Context: an optimization exercise on an open-source flow, tuned for small area, a short achievable clock period and few clock cycles per item. The choices shown serve that exercise and are no tape-out recipe.
Only simulation tests tie the RTL to the original design; equivalence was not proved.
The clock port is modelled as an ideal driver; clocking choices that lean on that would not hold on a real chip.
Power is estimated from default activity; no workload was simulated.

==> design.v <==
module register_file #(
    parameter DATA_WIDTH = 32,
    parameter NUM_REGS   = 16
)(
    input                       clk,
    input                       rst_n,
    input                       wr_req,
    input   [3:0]               wr_sel,
    input   [DATA_WIDTH-1:0]    wr_data,
    input   [DATA_WIDTH/8-1:0]  wr_strb,
    output reg                  wr_done,
    input                       rd_req,
    input   [3:0]               rd_sel,
    output reg [DATA_WIDTH-1:0] rd_data,
    output reg                  rd_done
);
    localparam NB = DATA_WIDTH/8;
    reg [DATA_WIDTH*NUM_REGS-1:0] regs;
    reg [NUM_REGS-1:0]            valid;
    wire [DATA_WIDTH-1:0] wr_data_m;
    genvar g;
    generate
        for (g = 0; g < NB; g = g + 1) begin : g_m
            assign wr_data_m[8*g +: 8] = wr_data[8*g +: 8] & {8{wr_strb[g]}};
        end
    endgenerate
    reg [3:0] wr_lo, wr_hi, rd_lo, rd_hi;
    integer j;
    always @(*)
        for (j = 0; j < 4; j = j + 1) begin
            wr_lo[j] = wr_req && wr_sel[1:0] == j;
            wr_hi[j] = wr_sel[3:2] == j;
            rd_lo[j] = rd_sel[1:0] == j;
            rd_hi[j] = rd_sel[3:2] == j;
        end
    reg [NUM_REGS-1:0] wr_hit;
    reg [NUM_REGS-1:0] rd_hit;
    integer r, b;
    always @(*)
        for (r = 0; r < NUM_REGS; r = r + 1) begin
            wr_hit[r] = wr_lo[r % 4] && wr_hi[r / 4];
            rd_hit[r] = rd_lo[r % 4] && rd_hi[r / 4] && valid[r];
        end
    always @(posedge clk or negedge rst_n) begin
        if (!rst_n) begin
            valid   <= {NUM_REGS{1'b0}};
            wr_done <= 1'b0;
            rd_done <= 1'b0;
        end else begin
            valid   <= valid | wr_hit;
            wr_done <= wr_req;
            rd_done <= rd_req;
        end
    end
    always @(posedge clk)
        for (r = 0; r < NUM_REGS; r = r + 1)
            for (b = 0; b < NB; b = b + 1)
                if (wr_lo[r % 4] && wr_hi[r / 4] && (wr_strb[b] || !valid[r]))
                    regs[r*DATA_WIDTH + 8*b +: 8] <= wr_data_m[8*b +: 8];
    reg [DATA_WIDTH-1:0] rd_next;
    always @(*) begin
        rd_next = {DATA_WIDTH{1'b0}};
        for (r = 0; r < NUM_REGS; r = r + 1)
            rd_next = rd_next | (regs[r*DATA_WIDTH +: DATA_WIDTH] & {DATA_WIDTH{rd_hit[r]}});
    end
    always @(posedge clk)
        rd_data <= rd_next;
endmodule
module axi_system_top #
(
    parameter ADDR_WIDTH = 32,
    parameter DATA_WIDTH = 32,
    parameter NUM_REGS   = 16
)
(
    input                       aclk,
    input                       aresetn,
    input                       m_wr_req,
    input   [ADDR_WIDTH-1:0]    m_wr_addr,
    input   [DATA_WIDTH-1:0]    m_wr_data,
    input   [DATA_WIDTH/8-1:0]  m_wr_strb,
    output                      m_wr_done,
    output  [1:0]               m_wr_resp,
    input                       m_rd_req,
    input   [ADDR_WIDTH-1:0]    m_rd_addr,
    output  [DATA_WIDTH-1:0]    m_rd_data,
    output                      m_rd_done,
    output  [1:0]               m_rd_resp
);
    register_file #(
        .DATA_WIDTH (DATA_WIDTH),
        .NUM_REGS   (NUM_REGS)
    ) u_regs (
        .clk     (aclk),
        .rst_n   (aresetn),
        .wr_req  (m_wr_req),
        .wr_sel  (m_wr_addr[5:2]),
        .wr_data (m_wr_data),
        .wr_strb (m_wr_strb),
        .wr_done (m_wr_done),
        .rd_req  (m_rd_req),
        .rd_sel  (m_rd_addr[5:2]),
        .rd_data (m_rd_data),
        .rd_done (m_rd_done)
    );
    assign m_wr_resp = 2'b00;
    assign m_rd_resp = 2'b00;
endmodule
==> flow/run.sh <==
#!/bin/bash
# The standard layout, with the resizer free to change a cell's footprint,
# plain buf_1 cells as the port buffers (upsized by the resizer as needed),
# and an extra gate-sizing pass after global route (flow/post_grt.tcl).
set -euo pipefail
export POST_GLOBAL_ROUTE_TCL="$PWD/flow/post_grt.tcl"
bash standard.sh MATCH_CELL_FOOTPRINT=0 "BUFFER_PORTS_ARGS=-buffer_cell sky130_fd_sc_hd__buf_1" \
  "POST_GLOBAL_ROUTE_TCL=$PWD/flow/post_grt.tcl" finish > standard.log 2>&1
==> flow/post_grt.tcl <==
puts "post_grt: extra sizing to setup margin 2.3"
estimate_parasitics -global_routing
report_worst_slack -max
repair_timing -setup -setup_margin 2.3 -repair_tns 0 -sequence "sizeup,swap" -verbose
global_route -start_incremental
detailed_placement
global_route -end_incremental
estimate_parasitics -global_routing
report_worst_slack -max
==> standard.sh <==
#!/bin/bash
# synth_recipe.tcl (not shown) runs the flow's synth.tcl, then flattens the netlist and writes it again
# the make line also repeats each setting of config.mk as NAME=value (left out here)
make -C /OpenROAD-flow-scripts/flow DESIGN_CONFIG=/design/flow/config.mk WORK_HOME=/design/flow/orfs CLKGATE_MAP_FILE= SYNTH_SCRIPT=/design/flow/synth_recipe.tcl "${@:-finish}"
==> config.mk <==
export PLATFORM = sky130hd
export DESIGN_NAME = axi_system_top
export DESIGN_NICKNAME = axi_system_top
export VERILOG_FILES = /design/flow/design.v
export SDC_FILE = /design/flow/constraint.sdc
export NUM_CORES = 4
export LEC_CHECK = 0
export CAP_MARGIN = 20
export CORE_MARGIN = 2
export CORE_UTILIZATION = 66
export CTS_CLUSTER_DIAMETER = 50
export CTS_CLUSTER_SIZE = 16
export SETUP_SLACK_MARGIN = 2.1
export SLEW_MARGIN = 20
==> constraint.sdc <==
create_clock -name core_clock -period 4.0 [get_ports {aclk}]
set_input_delay 0.8000 -clock core_clock [delete_from_list [all_inputs] [get_ports {aclk}]]
set_output_delay 0.8000 -clock core_clock [all_outputs]
set_load 0.01 [all_outputs]
==> results of run 1 <==
==> cell usage in the layout (no fill, tap or decap), types with 3 or more instances in the layout <==
cell | netlist | routed
clkbuf_16 | 0 | 46
a22oi_2 | 0 | 13
dfxtp_1 | 32 | 31
and2_1 | 34 | 33
buf_1 | 0 | 74
conb_1 | 1 | 4
a22oi_1 | 220 | 207
nor2b_4 | 0 | 3
clkbuf_1 | 60 | 24
dfrtp_2 | 0 | 3
nand4_1 | 31 | 31
a22o_1 | 64 | 64
nand2b_1 | 17 | 17
nor3b_4 | 0 | 3
clkinvlp_4 | 0 | 4
buf_4 | 4 | 87
and4_4 | 0 | 5
nand3_1 | 6 | 4
clkbuf_2 | 0 | 5
a21oi_4 | 0 | 21
buf_6 | 0 | 7
buf_12 | 0 | 19
dfrtp_1 | 18 | 15
edfxtp_1 | 512 | 512
nand2_2 | 0 | 6
clkinv_2 | 0 | 5
and4_1 | 31 | 25
nand2_1 | 18 | 12
a21oi_1 | 65 | 44
nor2_2 | 0 | 5
==> metrics by stage <==
step                setup WS [ns]  instance area [sq um]
detailed placement          0.913                  21800
finish                       2.07                  23900
CTS                          2.07                  23500
global placement            0.970                  21800
floorplan                    1.95                  20800
==> power by group <==
| group | total (uW) | switching (uW) | internal (uW) |
|---|---|---|---|
| clock network | 4060 | 1880 | 2180 |
| logic | 777 | 487 | 290 |
| registers | 6660 | 114 | 6550 |
| total | 11500 | 2480 | 9020 |
==> flip-flops by register name, indices dropped and copies added, names as in the netlist <==
register,flops
u_regs.rd_data,32
u_regs.rd_done,1
u_regs.regs,512
u_regs.valid,16
u_regs.wr_done,1
==> area by class of cell <==
type                    instances  share of cell area
diodes                          1            0.000105
well taps                     396              0.0207
repair buffers                195              0.0612
flip-flops and latches        562               0.689
multi-input cells             523               0.173
inverters                       4             0.00110
clock buffers                  70              0.0514
clock inverters                 9             0.00324
==> metal layers <==
| metal | GRT usage | wire length [microns] | up-vias |
|---|---|---|---|
| li1 | - | - | 5126 |
| met1 | 0.415 | 19700 | 5924 |
| met2 | 0.492 | 23700 | 607 |
| met3 | 0.0443 | 3760 | 95 |
| met4 | 0.105 | 1730 | 0 |
| met5 | 0 | 0 | - |
==> worst max-delay path by stage <==
stage	from	to	slack (ns)	cells after the start
2_1_floorplan	m_wr_strb[0]	u_regs.regs[128]	1.95	3
4_1_cts	m_wr_addr[3]	u_regs.regs[199]	2.07	5
3_3_place_gp	m_rd_addr[3]	u_regs.rd_data[2]	0.97	6
3_5_place_dp	m_rd_addr[3]	u_regs.rd_data[25]	0.91	7
6_report	m_rd_addr[4]	u_regs.rd_data[16]	2.07	8
==> worst max-delay path, delay by kind of cell <==
kind	cells	cell delay [ns]
compound gates	1	0.15
buf+inv	3	0.40
simple gates	4	0.94
==> cells by family (layout without fill, tap and decap cells) <==
group,after synthesis,after routing,synth area share
other cells,1,5,0.000183
simple gates,165,166,0.0532
flops,562,562,0.805
buf+inv,77,278,0.0154
compound gates,353,353,0.126
==> key figures, run 1 <==
Placement
  • HPWL Detailed: 29.4 mm
  • Placed insts: ~1600
  • Gpl congestion: 0.956
  • Buffers on Ports: 81

Clock tree
  • TritonCTS clock tree: yes
  • # clock sinks: about 560
  • Setup Buffers After CTS: 18
  • Cts hold-fix bufs: 0
  • Num CTS Buffers: 43
  • Root Buffer: clkbuf_16
  • Worst-Skew Late Latency: 0.54 ns
  • PostCTS Resize Cnt: 43
  • H-tree depth: 2
  • Clock Path Buffers: 3
  • Clk pin slew, worst setup/hold paths: 0.07 ns

Detailed routing
  • Post-Route WL: between 40 and 50 mm
  • DRT iter0 DRCs: 1561
  • Vias post-DR: 11752
  • Post-route ant nets: 0
  • # DRC: 0
  • Wirelength per Cell: 27.7 microns
  • TritonRoute pass-1 iters: 5
  • Vias per cell: 6.68

Setup path
  • Worst reg-to-reg setup slack: around 2.2 ns
  • Critical-path cell list: buf_1 > buf_6 > and3b_2 > and3b_2 > buf_12 > a22oi_2 > and4_4 > nand4_1
  • Type of element launching the critical path: primary input
  • Crit Path Max Fanout: 11
  • WP data required: about 4.4 ns
  • R2R depth: 6
  • Worst path arrival time: 2.30 ns
  • Cell mode on critical path: and3b_2
  • R2R Path Start: u_regs.valid[11]
  • CP endpoint kind: flop
  • Kind of critical path: primary input to flop
  • RR Endpoint: u_regs.rd_data[16]
  • Crit-path max cell delay: 0.30 ns
  • Critical path's slowest cell: and3b_2

Global routing
  • Gr usage total: 0.298
  • Vias in the first global route: between 10000 and 15000
  • First-pass GRT wire length: 71.3 mm
  • Total gr overflow: 0
  • Largest net degree at the start of global routing: 33
  • Antenna violations before repair: 1

STA
  • FMAX: between 0.5 and 0.6 GHz
  • Final hold vios: 0
  • Worst hold slack: 0.228 ns
  • Clock Skew: about 0.015 ns
  • Slew @ Worst Pin: between 0.7 and 0.8 ns
  • Max_slew headroom: 0.517
  • Minimum clock period: 1.93 ns
  • Setup TNS: 0 ns
  • Final setup viols: 0
  • Final slew viol count: 0
  • Final period util: 0.482

Yosys
  • Top cells by area, synth: edfxtp_1 (75%), a22oi_1 (8.1%), dfxtp_1 (3.1%)
  • Top FF cell, synth: edfxtp_1
  • Number of synthesized flops with an enable pin: 512
  • Synthesized flop and latch total: 562
  • Netlist area before placement: 20400 sq um
  • Synthesized area per cell: 17.7 sq um
  • Commonest cells in the netlist: edfxtp_1 (512), a22oi_1 (220), a21oi_1 (65)
  • Post-Synthesis Cells: about 1200
  • Most numerous cell in the Yosys netlist: edfxtp_1
  • Top-area cell type share of the netlist area: 0.752
  • Register area share after synthesis: 0.805
  • Netlist cell types: 31
  • Ys async rst share: 0.0320
  • Yosys warns: 1
  • Yosys top cell by area: edfxtp_1

Floorplan
  • Row count: 64
  • I/O pin total: 142
  • Die Ht: 180 microns
  • Initial Util: 0.670
  • Die width: 180 microns
  • Die area: 32400 sq um
  • Core ar.: between 30000 and 40000 sq um

Power and ir drop
  • Total power: between 10000 and 15000 uW
  • Lkg Pwr: approximately 0.0077 uW
  • Pwr dens: ~480 nW/um^2
  • VDD IR max: 0.490 mV

Final layout
  • Final Non-Filler Cells: 1760
  • Area Growth Syn to Fin: 17.0%
  • Layout cell share with drive strength beyond 1: 0.186
  • FF+latch area: between 15000 and 20000 sq um
  • # nets final: 1433
  • Final core occ: 0.784
  • Fill cells: between 1500 and 2000
  • Multi-input gate area: 4150 sq um

Worst hold path
  • Hold Crit Class: primary input to async pin

Outcome
  • Status: complete, no violations

Flow run
  • Max-cap viol count: 0
Testbench counts, summed over its fixed seeds: cycles 6,168, items 8,192.
==> inputs of run 2 (changes only) <==
--- a/config.mk
+++ b/config.mk
@@ -9,5 +9,5 @@
 export CORE_MARGIN = 2
-export CORE_UTILIZATION = 66
-export CTS_CLUSTER_DIAMETER = 50
-export CTS_CLUSTER_SIZE = 16
+export CORE_UTILIZATION = 68
+export CTS_CLUSTER_DIAMETER = 80
+export CTS_CLUSTER_SIZE = 30
 export SETUP_SLACK_MARGIN = 2.1
==> key figures, run 2 <==
Detailed routing
  • M1 wire length: 19.6 mm
  • Met3 wire length: 5.65 mm
  • # DRC: 0
  • TritonRoute pass-1 iters: 6
  • Vias per cell: 6.95
  • Met2 Routed Length: 23.9 mm
  • Top Layer Used: met5
  • Vias post-DR: 11902
  • Wirelength per Cell: 29.8 microns
  • Post-route ant nets: 0
  • Post-Route WL: 51.1 mm
  • DRT iter0 DRCs: ~1800

Setup path
  • Kind of critical path: primary input to flop
  • Critical path's slowest cell: and4_1
  • Critical-path cell list: buf_4 > and3b_2 > and3b_2 > buf_12 > a22oi_2 > and4_1 > nand4_1
  • Type of element launching the critical path: primary input
  • Cell mode on critical path: and3b_2
  • Crit Path Max Fanout: 12
  • Crit-path max cell delay: 0.29 ns
  • CP endpoint kind: flop
  • WP data required: 4.42 ns
  • Worst path arrival time: 2.36 ns

Yosys
  • Yosys top cell by area: edfxtp_1
  • Number of synthesized flops with an enable pin: 512
  • Netlist area before placement: 20400 sq um
  • Commonest cells in the netlist: edfxtp_1 (512), a22oi_1 (220), a21oi_1 (65)
  • Netlist cell types: 31
  • Top FF cell, synth: edfxtp_1
  • Top-area cell type share of the netlist area: 0.752
  • Yosys warns: 1
  • Post-Synthesis Cells: 1158
  • Register area share after synthesis: 0.805
  • Top cells by area, synth: edfxtp_1 (75%), a22oi_1 (8.1%), dfxtp_1 (3.1%)
  • Synthesized area per cell: between 15 and 20 sq um
  • Synthesized flop and latch total: approximately 560
  • Ys async rst share: 0.0320
  • Most numerous cell in the Yosys netlist: edfxtp_1

Worst hold path
  • Hold Crit Class: primary input to async pin

STA
  • PnR worst setup slack: 2.07 ns
  • Max_slew headroom: 0.347
  • Slew @ Worst Pin: 0.978 ns
  • Setup TNS: 0 ns
  • FMAX: 0.517 GHz
  • Clock Skew: between 0.015 and 0.02 ns
  • Final hold vios: 0
  • Final slew viol count: 0
  • Final setup viols: 0
  • Final period util: 0.483
  • Minimum clock period: roughly 1.9 ns

Clock tree
  • Num CTS Buffers: 22
  • Worst-Skew Late Latency: roughly 0.56 ns
  • Clk pin slew, worst setup/hold paths: 0.11 ns
  • TritonCTS clock tree: yes
  • Root Buffer: clkbuf_16
  • Setup Buffers After CTS: 21
  • PostCTS Resize Cnt: 55
  • Clock Path Buffers: 3
  • H-tree depth: 1
  • # clock sinks: between 500 and 600
  • Cts hold-fix bufs: 0

Placement
  • Gpl congestion: 0.929
  • HPWL Detailed: 29.7 mm
  • Buffers on Ports: 81
  • Pre-CTS WS: 0.906 ns

Final layout
  • Most frequent cells in the layout: edfxtp_1 (512), a22oi_1 (210), buf_4 (89)
  • # nets final: 1411
  • Most common cell after layout, fill and taps aside: edfxtp_1
  • Reg with most FFs: u_regs.regs
  • Max reg flops: 512
  • Largest regs: u_regs.regs: 512 flops, u_regs.rd_data: 32 flops, u_regs.valid: 16 flops
  • Area Growth Syn to Fin: 13.5%
  • FF+latch area: 16500 sq um
  • Fill cells: around 1700
  • Layout cell share with drive strength beyond 1: 0.164
  • Multi-input gate area: 4160 sq um

Floorplan
  • Die area: about 31000 sq um
  • Core ar.: 29600 sq um
  • Row count: 63
  • Die width: around 180 microns
  • Die Ht: around 180 microns
  • I/O pin total: 142
  • Initial Util: 0.690

Global routing
  • Largest net degree at the start of global routing: 33
  • First-pass GRT wire length: 71.5 mm
  • Antenna violations before repair: 3
  • Gr usage total: 0.320
  • Total gr overflow: 0
  • Vias in the first global route: 11266

Power and ir drop
  • Pwr dens: 441 nW/um^2
  • VDD IR max: 0.405 mV
  • Lkg Pwr: 0.00732 uW

Outcome
  • Status: complete, no violations

Flow run
  • Max-cap viol count: 0
==> run 2: where the power goes <==
group / switching (uW) / total [uW] / internal [uW]
Clock: 1630 / 2790 / 1160
Sequential: 116 / 6660 / 6540
Combinational: 508 / 794 / 286
Total: 2250 / 10200 / 7990
==> run 2: kinds of logic after synthesis <==
kind of cell / count (synthesis) / synth area share
compound gates: 353 / 0.126
buf+inv: 77 / 0.0154
flops: 562 / 0.805
other cells: 1 / 0.000183
simple gates: 165 / 0.0532
==> run 2: metal layers <==
| metal | up-vias | GRT usage |
|---|---|---|
| li1 | 5049 | - |
| met5 | - | 0 |
| met2 | 799 | 0.495 |
| met1 | 5924 | 0.475 |
| met4 | 2 | 0.102 |
| met3 | 128 | 0.0542 |
==> run 2: area by class of cell <==
cell class,instances,share of cell area
Multi-Input combinational cell,524,0.179
Clock buffer,37,0.0271
Antenna cell,1,0.000108
Clock inverter,2,0.00151
Timing Repair Buffer,193,0.0605
Sequential cell,562,0.710
Inverter,4,0.000970
Tap cell,390,0.0210
==> run 2: worst paths after layout <==
check / start / to / slack, ns / cells past startpoint
max in group asynchronous: aresetn / u_regs.valid[1] / 3.53 / 2
min in group core_clock: m_rd_req / u_regs.rd_done / 0.36 / 1
worst min register to register: u_regs.regs[39] / u_regs.rd_data[7] / 0.50 / 2
worst max register to register: u_regs.valid[2] / u_regs.rd_data[0] / 2.12 / 5
worst max-delay path: m_rd_addr[4] / u_regs.rd_data[12] / 2.07 / 7
worst min-delay path: aresetn / u_regs.wr_done / 0.21 / 2
==> run 2: critical path, delay by kind of cell <==
family                 cells  cell delay, ns
AO/OA/AOI/OAI              1            0.24
buffers and inverters      2            0.37
AND/OR/NAND/NOR            4            0.93
==> run 2: through the flow <==
stage / cell area (sq um) / hold slack, ns / power [uW] / cells / utilization
final: 23200 / 0.206 / 10200 / 1713 / 0.783
after CTS: 22900 / 0.201 / 10200 / 1697 / 0.774
after detailed placement: 21800 / 0.470 / 7470 / 1636 / 0.734
after global placement: 21800 / 0.470 / 7440 / 1636 / 0.734
after floorplan: 20800 / 0.444 / 7160 / 1161 / -
==> inputs of run 3 (changes only) <==
--- a/config.mk
+++ b/config.mk
@@ -9,6 +9,6 @@
 export CORE_MARGIN = 2
-export CORE_UTILIZATION = 68
+export CORE_UTILIZATION = 66
 export CTS_CLUSTER_DIAMETER = 80
 export CTS_CLUSTER_SIZE = 30
-export SETUP_SLACK_MARGIN = 2.1
+export SETUP_SLACK_MARGIN = 2.0
 export SLEW_MARGIN = 20
==> key figures, run 3 <==
Power and ir drop
  • Pwr dens: 444 nW/um^2
  • VDD IR max: between 0.4 and 0.5 mV
  • Lkg Pwr: 0.00726 uW

Detailed routing
  • Vias post-DR: between 10000 and 15000
  • Post-route ant nets: 0
  • Wirelength per Cell: 27.6 microns
  • DRT iter0 DRCs: approximately 1200
  • TritonRoute pass-1 iters: 5
  • # DRC: 0
  • Post-Route WL: 47.2 mm
  • Vias per cell: 6.72

Placement
  • HPWL Detailed: 29.1 mm
  • Gpl congestion: 0.963
  • Buffers on Ports: between 80 and 90

Clock tree
  • # clock sinks: 562
  • PostCTS Resize Cnt: 26
  • Num CTS Buffers: 23
  • H-tree depth: 1
  • Root Buffer: clkbuf_16
  • Cts hold-fix bufs: 0
  • Clock Path Buffers: 3
  • TritonCTS clock tree: yes
  • Worst-Skew Late Latency: approximately 0.57 ns
  • Setup Buffers After CTS: 4
  • Clk pin slew, worst setup/hold paths: 0.11 ns

Global routing
  • Met1 usage: 0.426
  • First-pass GRT wire length: just under 70 mm
  • Met2 GRT Util: 0.472
  • M3 GR Usage: 0.0247
  • Most used routing layer: met2
  • Total gr overflow: 0
  • Vias in the first global route: 11190
  • Largest net degree at the start of global routing: 33
  • Gr usage total: 0.288
  • Antenna violations before repair: 1

Yosys
  • Top FF cell, synth: edfxtp_1
  • Yosys warns: 1
  • Number of synthesized flops with an enable pin: between 500 and 600
  • Netlist area before placement: 20400 sq um
  • Yosys top cell by area: edfxtp_1
  • Synthesized area per cell: around 18 sq um
  • Top-area cell type share of the netlist area: 0.752
  • Netlist cell types: 31
  • Commonest cells in the netlist: edfxtp_1 (512), a22oi_1 (220), a21oi_1 (65)
  • Most numerous cell in the Yosys netlist: edfxtp_1
  • Ys async rst share: 0.0320
  • Register area share after synthesis: 0.805
  • Synthesized flop and latch total: 562
  • Top cells by area, synth: edfxtp_1 (75%), a22oi_1 (8.1%), dfxtp_1 (3.1%)
  • Post-Synthesis Cells: 1158

Setup path
  • Worst reg-to-reg setup slack: 2.14 ns
  • RR Endpoint: u_regs.rd_data[9]
  • Worst setup endpoint: u_regs.rd_data[30]
  • Crit Path Max Fanout: 16
  • WP data required: between 4 and 5 ns
  • R2R Path Start: u_regs.valid[3]
  • Critical path launch point: m_rd_addr[2]
  • CP endpoint kind: flop
  • Crit-path max cell delay: 0.34 ns
  • Critical path's slowest cell: nor3b_4
  • Type of element launching the critical path: primary input
  • Worst path arrival time: about 2.4 ns
  • R2R depth: 6
  • Kind of critical path: primary input to flop
  • Critical-path cell list: buf_1 > buf_6 > nand3b_1 > nor3b_4 > buf_4 > a22oi_1 > and4_1 > o211ai_1

STA
  • FMAX: 0.533 GHz
  • Final hold vios: 0
  • Minimum clock period: 1.88 ns
  • Clock Skew: approximately 0.029 ns
  • Final setup viols: 0
  • Setup TNS: 0 ns
  • Final period util: 0.469
  • Slew @ Worst Pin: 0.738 ns
  • Max_slew headroom: 0.508
  • Final slew viol count: 0

Final layout
  • Fill cells: 1842
  • Layout cell share with drive strength beyond 1: 0.156
  • Most frequent cells in the layout: edfxtp_1 (512), a22oi_1 (214), buf_4 (79)
  • # nets final: 1397
  • Largest regs: u_regs.regs: 512 flops, u_regs.rd_data: 32 flops, u_regs.valid: 16 flops
  • Reg with most FFs: u_regs.regs
  • Most common cell after layout, fill and taps aside: edfxtp_1
  • Final core occ: 0.754
  • Max reg flops: 512
  • Area Growth Syn to Fin: 12.5%

Floorplan
  • Die width: 180 microns
  • Row count: 64
  • I/O pin total: roughly 140
  • Die Ht: 180 microns
  • Die area: around 32000 sq um
  • Initial Util: 0.670
  • Core ar.: 30500 sq um

Worst hold path
  • Hold Crit Class: primary input to async pin

Flow run
  • Max-cap viol count: 0

Outcome
  • Status: complete, no violations
==> run 3: cell type report <==
class	instances	area [sq um]	area share
Clock buffer	38	632	0.0275
Timing Repair Buffer	180	1240	0.0540
Multi-Input combinational cell	522	4070	0.177
Clock inverter	4	57.6	0.00250
Sequential cell	562	16500	0.716
Antenna cell	1	2.50	0.000109
Inverter	4	22.5	0.000979
Tap cell	396	495	0.0215
==> run 3: how the worst min path moves through the flow <==
stage / startpoint / to / depth (start not counted)
after floorplan: u_regs.regs[477] / u_regs.rd_data[29] / 2
after global placement: u_regs.regs[53] / u_regs.rd_data[21] / 2
after detailed placement: u_regs.regs[19] / u_regs.rd_data[19] / 2
after CTS: aresetn / u_regs.valid[5] / 2
final: aresetn / u_regs.rd_done / 2
==> run 3: logic make-up after synthesis <==
family / Yosys count / synth area share
AO/OA/AOI/OAI: 353 / 0.126
buffers and inverters: 77 / 0.0154
other: 1 / 0.000183
AND/OR/NAND/NOR: 165 / 0.0532
flip-flops: 562 / 0.805
==> run 3: per-layer routing <==
layer,vias up,wire length [microns]
li1,5013,-
met5,-,0
met1,5859,19700
met2,517,22900
met4,0,1400
met3,76,3190
==> run 3: through the flow <==
stage / worst slack [ns] / cell area, sq um / hold slack (ns) / power [uW] / cells
after floorplan: 1.86 / 20500 / 0.444 / 7130 / 1161
after global placement: 0.709 / 21700 / 0.470 / 7430 / 1648
after detailed placement: 0.778 / 21700 / 0.477 / 7440 / 1648
after CTS: 1.98 / 22500 / 0.172 / 10200 / 1694
final: 2.12 / 23000 / 0.182 / 10200 / 1707
==> run 3: worst max-delay path: cells and delay by family <==
family                 cells  cell delay [ns]
and+or+nand+nor            3             0.78
AOI/OAI and AO/OA          2             0.22
buffers and inverters      3             0.56
==> run 3: where the power goes <==
| part | switching, uW | internal, uW |
|---|---|---|
| Clock | 1690 | 1130 |
| Combinational | 463 | 273 |
| Sequential | 119 | 6540 |
| Total | 2270 | 7940 |
==> inputs of run 4 (changes only) <==
==> flow/run.sh (replaced) <==
#!/bin/bash
# The standard layout, with the resizer free to change a cell's footprint,
# plain buf_1 cells as the port buffers (upsized by the resizer as needed),
# a flatter clock tree (flow/post_cts.tcl) and an extra gate-sizing pass
# after global route (flow/post_grt.tcl).
set -euo pipefail
export POST_CTS_TCL="$PWD/flow/post_cts.tcl"
export POST_GLOBAL_ROUTE_TCL="$PWD/flow/post_grt.tcl"
bash standard.sh MATCH_CELL_FOOTPRINT=0 "BUFFER_PORTS_ARGS=-buffer_cell sky130_fd_sc_hd__buf_1" \
  "POST_CTS_TCL=$PWD/flow/post_cts.tcl" "POST_GLOBAL_ROUTE_TCL=$PWD/flow/post_grt.tcl" \
  finish > standard.log 2>&1
==> flow/post_cts.tcl (new file) <==
# Flatten the clock tree's middle level: CTS builds root -> two H-tree
# buffers -> leaf buffers -> flip-flops. Here the leaf buffers are moved
# onto the root's net and the two middle buffers removed, which lowers the
# insertion delay of every flip-flop alike (all leaves stay one level below
# the root).
set block [ord::get_db_block]
set root [$block findInst clkbuf_0_aclk]
if {$root ne "NULL"} {
  set rnet [[$root findITerm X] getNet]
  set mids {}
  foreach inst [$block getInsts] {
    if {[string match "clkbuf_1_*_aclk" [$inst getName]]} { lappend mids $inst }
  }
  foreach inst $mids {
    set onet [[$inst findITerm X] getNet]
    foreach it [$onet getITerms] {
      if {[[$it getInst] getName] eq [$inst getName]} continue
      $it disconnect
      $it connect $rnet
    }
    [$inst findITerm A] disconnect
    [$inst findITerm X] disconnect
    odb::dbInst_destroy $inst
    odb::dbNet_destroy $onet
  }
  puts "post_cts: removed [llength $mids] middle clock buffers"
}
--- a/config.mk
+++ b/config.mk
@@ -12,3 +12,3 @@
 export CTS_CLUSTER_SIZE = 30
-export SETUP_SLACK_MARGIN = 2.0
+export SETUP_SLACK_MARGIN = 2.1
 export SLEW_MARGIN = 20
==> key figures, run 4 <==
Outcome
  • Status: complete, no violations

STA
  • Slew @ Worst Pin: between 0.7 and 0.8 ns
  • Minimum clock period: 1.87 ns
  • Setup TNS: 0 ns
  • Final setup viols: 0
  • Final period util: 0.469
  • Final slew viol count: 0
  • Max_slew headroom: 0.513
  • Clock Skew: 0.0151 ns
  • Final hold vios: 0
  • FMAX: 0.534 GHz

Setup path
  • Crit Path Max Fanout: 8
  • R2R depth: 6
  • Type of element launching the critical path: primary input
  • Kind of critical path: primary input to flop
  • R2R Path Start: u_regs.valid[11]
  • Worst path arrival time: 2.08 ns
  • RR Endpoint: u_regs.rd_data[16]
  • CP endpoint kind: flop
  • Worst reg-to-reg setup slack: roughly 2.2 ns
  • WP data required: about 4.2 ns
  • Critical path launch point: m_wr_addr[5]

Detailed routing
  • # DRC: 0
  • Post-Route WL: 47.9 mm
  • Vias post-DR: 11427
  • Wirelength per Cell: 28.0 microns
  • Vias per cell: 6.67
  • TritonRoute pass-1 iters: 5
  • DRT iter0 DRCs: 1302
  • Post-route ant nets: 0

Power and ir drop
  • Sw Ratio: 0.221
  • Comb pwr share: 0.075
  • Sw Pwr: 2240 uW
  • Clock power share: 0.268
  • Pwr dens: 439 nW/um^2
  • Lkg Pwr: 0.00730 uW
  • Reg power frac: 0.657
  • Int Pwr: between 7000 and 8000 uW
  • VDD IR max: between 0.3 and 0.4 mV

Yosys
  • Netlist cell types: 31
  • Commonest cells in the netlist: edfxtp_1 (512), a22oi_1 (220), a21oi_1 (65)
  • Top-area cell type share of the netlist area: 0.752
  • Register area share after synthesis: 0.805
  • Number of synthesized flops with an enable pin: 512
  • Most numerous cell in the Yosys netlist: edfxtp_1
  • Ys async rst share: 0.0320
  • Synthesized area per cell: 17.7 sq um
  • Top cells by area, synth: edfxtp_1 (75%), a22oi_1 (8.1%), dfxtp_1 (3.1%)
  • Yosys warns: 1
  • Netlist area before placement: 20400 sq um
  • Yosys top cell by area: edfxtp_1
  • Synthesized flop and latch total: between 500 and 600
  • Top FF cell, synth: edfxtp_1
  • Post-Synthesis Cells: 1158

Final layout
  • Area Growth Syn to Fin: 12.8%
  • Layout cell share with drive strength beyond 1: 0.165
  • Reg with most FFs: u_regs.regs
  • Most common cell after layout, fill and taps aside: edfxtp_1
  • Final core occ: 0.756
  • Fill cells: 1763
  • # nets final: 1404
  • Most frequent cells in the layout: edfxtp_1 (512), a22oi_1 (219), buf_4 (91)
  • Largest regs: u_regs.regs: 512 flops, u_regs.rd_data: 32 flops, u_regs.valid: 16 flops
  • Final Non-Filler Cells: 1713
  • Max reg flops: 512

Clock tree
  • Worst-Skew Late Latency: 0.56 ns
  • Clk pin slew, worst setup/hold paths: 0.11 ns
  • TritonCTS clock tree: yes
  • # clock sinks: about 560

Global routing
  • Total gr overflow: 0
  • Antenna violations before repair: 1
  • Largest net degree at the start of global routing: 33
  • Gr usage total: 0.302
  • Vias in the first global route: between 10000 and 15000
  • First-pass GRT wire length: 70.7 mm

Floorplan
  • Core ar.: 30500 sq um
  • Row count: 64
  • Die Ht: approximately 180 microns
  • Die area: 32400 sq um
  • Initial Util: 0.670
  • Die width: 180 microns
  • I/O pin total: about 140

Placement
  • Placed insts: 1645
  • HPWL Detailed: 29.4 mm
  • Buffers on Ports: slightly above 80
  • Gpl congestion: between 0.9 and 1

Worst hold path
  • Hold Crit Class: primary input to async pin

Flow run
  • Max-cap viol count: 0
run 4: cell counts after synthesis:
Identical to the previous run, type by type.
run 4: layout make-up:
class	count	area, sq um	area share
repair buffers	189	1330	0.0577
multi-input cells	522	4090	0.177
inverters	4	26.3	0.00114
flip-flops and latches	562	16500	0.714
clock inverters	4	73.8	0.00320
diodes	1	2.50	0.000108
clock buffers	35	578	0.0251
well taps	396	495	0.0215
run 4: critical path: stages:
cell and delay, ns:
buf_1 0.17, nor3b_4 0.44, nand3_4 0.24, a21oi_4 0.43
run 4: per-stage QoR:
stage / instance area [sq um] / hold WS (ns) / setup slack [ns] / total power, uW
finish: 23100 / 0.195 / 2.13 / 10100
detailed placement: 21800 / 0.470 / 0.913 / 7470
global placement: 21800 / 0.461 / 0.970 / 7450
floorplan: 20800 / 0.444 / 1.95 / 7160
run 4: worst max path at each step:
stage,depth (start not counted),end
3_3_place_gp,6,u_regs.rd_data[2]
6_report,4,u_regs.regs[105]
2_1_floorplan,3,u_regs.regs[128]
3_5_place_dp,7,u_regs.rd_data[25]
run 4: power by group through the flow:
| stage | clock network [uW] | registers [uW] | logic [uW] |
|---|---|---|---|
| 3_5_place_dp | 0 | 6780 | 691 |
| 6_report | 2720 | 6660 | 758 |
| 3_3_place_gp | 0 | 6770 | 678 |
| 2_1_floorplan | 0 | 6770 | 390 |
run 4: per-layer routing:
layer	vias up	track usage	share of wire
met5	-	0	0
met4	0	0.134	0.042
met3	91	0.0457	0.075
met2	558	0.490	0.49
met1	5750	0.417	0.40
li1	5028	-	-
run 4: cells by family after synthesis:
| family | after synthesis | share of synthesized area |
|---|---|---|
| buffers and inverters | 77 | 0.0154 |
| AOI/OAI and AO/OA | 353 | 0.126 |
| other | 1 | 0.000183 |
| DFF | 562 | 0.805 |
| and+or+nand+nor | 165 | 0.0532 |

[port drivers added, routing unchanged]
Ports are ideal in the flow. The routed layouts listed here were re-timed in OpenROAD. Step 1: set_driving_cell puts a clkbuf_16 on aclk and a buf_2 on each other input, an assumption about the parent block. Step 2 moves the port delays by t, midway between the first and last clock arrival at a register: inputs arrive t later, outputs are due t later. That takes back most of the time a late clock gives input paths. Three values: no drivers, after step 1, after step 2; two values: the first two.
run | t, ns | setup slack, ns | worst data-port slew with drivers (ns)
run 1 | 0.590 | 2.072 / 2.090 / 1.514 | 0.07
run 2 | 0.605 | 2.067 / 2.091 / 1.486 | 0.08
run 3 | 0.613 | 2.124 / 2.072 / 1.545 | 0.09
run 4 | 0.607 | 2.126 / 2.087 / 1.495 | 0.08
After both steps every run listed still meets setup and hold. The setup slack of run 4, which loses most, moves by -0.039 ns with the drivers and by -0.631 ns with both steps.
